Background: an optimization exercise with open tools, aiming at a short achievable clock period and few clock cycles. Do not read the settings as production practice.
Function was checked by simulation only, so behaviour that the tests miss may differ from the original.
Power and IR drop assume default switching activity.

==> v9 <==
Design top, start of the top module:
module top(
    input  logic        clk,
    input  logic        rst,
    output logic [13:0] im_addr,
    input  logic [31:0] im_rdata,
    output logic        dm_cs,
    output logic        dm_oe,
    output logic [3:0]  dm_web,
    output logic [13:0] dm_addr,
    output logic [31:0] dm_wdata,
    input  logic [31:0] dm_rdata
);
    localparam int NB = 16;           
    localparam int IB = 4;            
    localparam int TB = 6;            
    logic [31:1] pc;
    logic        D_valid, D_pred, D_sredir;
    logic [31:1] D_ptgt;
    logic [31:0] D_off;
    logic [31:0] D_instr;
    logic [31:1] D_pc, D_pc4;
    logic        E_valid, E_pred, E_we;
    logic        E_tgtok;
    logic [4:0]  E_rd;
    logic [31:0] E_rs1v, E_rs2v, E_bv, E_pass;
    logic        E_fA, E_fB, E_fS;    
    logic        E_sub, E_sra;
    logic        E_r_add, E_r_sll, E_r_slt, E_r_sltu, E_r_xor, E_r_sr, E_r_or, E_r_and, E_r_pass;
    logic        E_br, E_jal, E_jalr, E_load, E_store;
    logic        E_b_eq, E_b_ne, E_b_lt, E_b_ge, E_b_ltu, E_b_geu;
    logic [2:0]  E_f3;
    logic [31:1] E_pc, E_pc4, E_tgt;
    logic        M_we, M_load;
    logic [4:0]  M_rd;
    logic [31:0] M_res;
    logic [1:0]  M_lane;
    logic [2:0]  M_f3;
    logic        W_we;
    logic [4:0]  W_rd;
    logic [31:0] W_res;
    logic        U_v, U_taken, U_jal, U_hit;
    logic [31:1] U_pc, U_tgt;
    logic [31:1] pc4;
    assign pc4 = {pc[31:2] + 30'd1, pc[1]};
    assign im_addr = pc[15:2];
    logic [NB-1:0]     btb_v;
    logic [1:0]        btb_ctr [NB];
    logic [TB:0]       btb_tag [NB];
    logic [15:1]       btb_tgt [NB];
    logic [TB:0]   f_tag;
    assign f_tag = {pc[IB+TB+1:IB+2], pc[1]};
    logic [NB-1:0] f_hit;
    logic          f_pred;
  ...
clock: 11.0 ns
lec_check: 0
abc_clock_period_in_ps: 3000
cap_margin: 20
core_margin: 2
core_utilization: 45
cts_cluster_size: 30
slew_margin: 20
standard.sh (not shown) runs the stock make flow with config.mk's settings and CLKGATE_MAP_FILE= SYNTH_SCRIPT=/design/flow/synth_recipe.tcl, a recipe that flattens the netlist after the stock synthesis.
==> flow/flow/run.sh <==
#!/bin/bash
# The standard layout (standard.sh: the same make targets and scripts),
# with two knobs changed through the environment:
#  * SETUP_SLACK_MARGIN: repair_timing keeps a 7.5 ns setup margin, so it
#    keeps working on the critical paths past the 11 ns constraint;
#  * ADDER_MAP_FILE empty: yosys does not turn XORs into sky130 half/full
#    adder cells, which ABC cannot optimise through; ABC maps them instead.
# Register names and types are those of the standard synthesis.
set -euo pipefail
export SETUP_SLACK_MARGIN=7.5
export ADDER_MAP_FILE=
bash standard.sh > standard.log 2>&1
==> v13: changes against v9 <==
--- a/flow/design.v
+++ b/flow/design.v
@@ -56,11 +56,11 @@
     logic [31:1] D_ptgt;
     logic [31:0] D_off;
     logic [31:0] D_instr;
     logic [31:1] D_pc, D_pc4;
     logic        E_valid, E_pred, E_we;
-    logic        E_tgtok;
+    logic [31:1] E_ptgt;
     logic [4:0]  E_rd;
     logic [31:0] E_rs1v, E_rs2v, E_bv, E_pass;
     logic        E_fA, E_fB, E_fS;    
     logic        E_sub, E_sra;
     logic        E_r_add, E_r_sll, E_r_slt, E_r_sltu, E_r_xor, E_r_sr, E_r_or, E_r_and, E_r_pass;
@@ -242,11 +242,11 @@
     assign cond = (E_b_eq && eq) || (E_b_ne && !eq) || (E_b_lt && lt) ||
                   (E_b_ge && !lt) || (E_b_ltu && ltu) || (E_b_geu && !ltu);
     logic taken;
     assign taken = E_jal || (E_br && cond);
     logic e_tgtok;
-    assign e_tgtok = E_tgtok;
+    assign e_tgtok = E_ptgt == E_tgt;
     logic e_brv, e_jr, e_jbad, e_nbad;
     assign e_brv  = E_valid && E_br;
     assign e_jr   = E_valid && E_jalr && !E_pred;
     assign e_jbad = E_valid && E_jal && !(E_pred && e_tgtok);
     assign e_nbad = E_valid && E_pred && !(E_br || E_jal || E_jalr);
@@ -327,11 +327,11 @@
             D_ptgt  <= {pc[31:16], f_tgt};
             D_off   <= f_off;
             D_sredir <= f_static;
         end
         E_pred  <= d_jalr ? d_jfast : (D_pred || D_sredir);
-        E_tgtok <= !D_pred || D_ptgt == d_tgt;
+        E_ptgt  <= D_pred ? D_ptgt : d_tgt;
         E_we    <= d_we;
         E_rd    <= d_rd;
         E_rs1v  <= d_av;
         E_rs2v  <= d_sv;
         E_bv    <= d_bimm ? d_imm : d_sv;
==> notes.md <==
- v13 produced a clean layout. v9 produced a clean layout.
- In v9 the non-clock buffer count is higher than in v13, by 38.
- Between v9 and v13, the lower first-iteration DRC count is in v13 (gap 3.1%, measured against v13).
- Between v9 and v13, the lower global-route usage is in v13 (gap 0.76 points).
- Critical path depth: v13 is lower than v9 (4).
- Clock-buffer cell count: v13 is lower than v9 (19).
- Against v13, the clock power of v9 is lower by 4.8%.
- In v13 the sequential share of layout area is higher than in v9, by 0.25 points.
- Between v13 and v9, the lower die area is in v9 (gap about 0.9%, measured against v9).
Testbench counts of v9, summed over its fixed seeds: cycles 111,533.
Testbench counts of v13, summed over its fixed seeds: cycles 111,533.

==> afterwards: timing with drivers on the ports <==
No port has a modelled driver above. Below, the same layouts with a new extraction and two added sets of constraints. Step 1, drivers: a clkbuf_16 drives clk and a buf_2 each remaining input, both assumed. Step 2 adds t to the input delays and takes it off the output delays; t is the mean of the earliest and latest rising clock arrival at the registers after step 1. Input paths then give back, and output paths get back, about the clock's delay inside the block. Slacks: ideal / step 1 / step 2; pairs: ideal / step 1.
run	shift t [ns]	setup WS [ns]	slew at the worst register clock pin (ns)
v9	0.985	6.870 / 6.870 / 6.524	0.07 / 0.07
v13	0.962	6.890 / 6.890 / 6.582	0.07 / 0.07
After both steps setup and hold are still met in every run listed. The setup slack of v9, which loses most, moves by 0.000 ns with the drivers and by -0.346 ns with both steps.
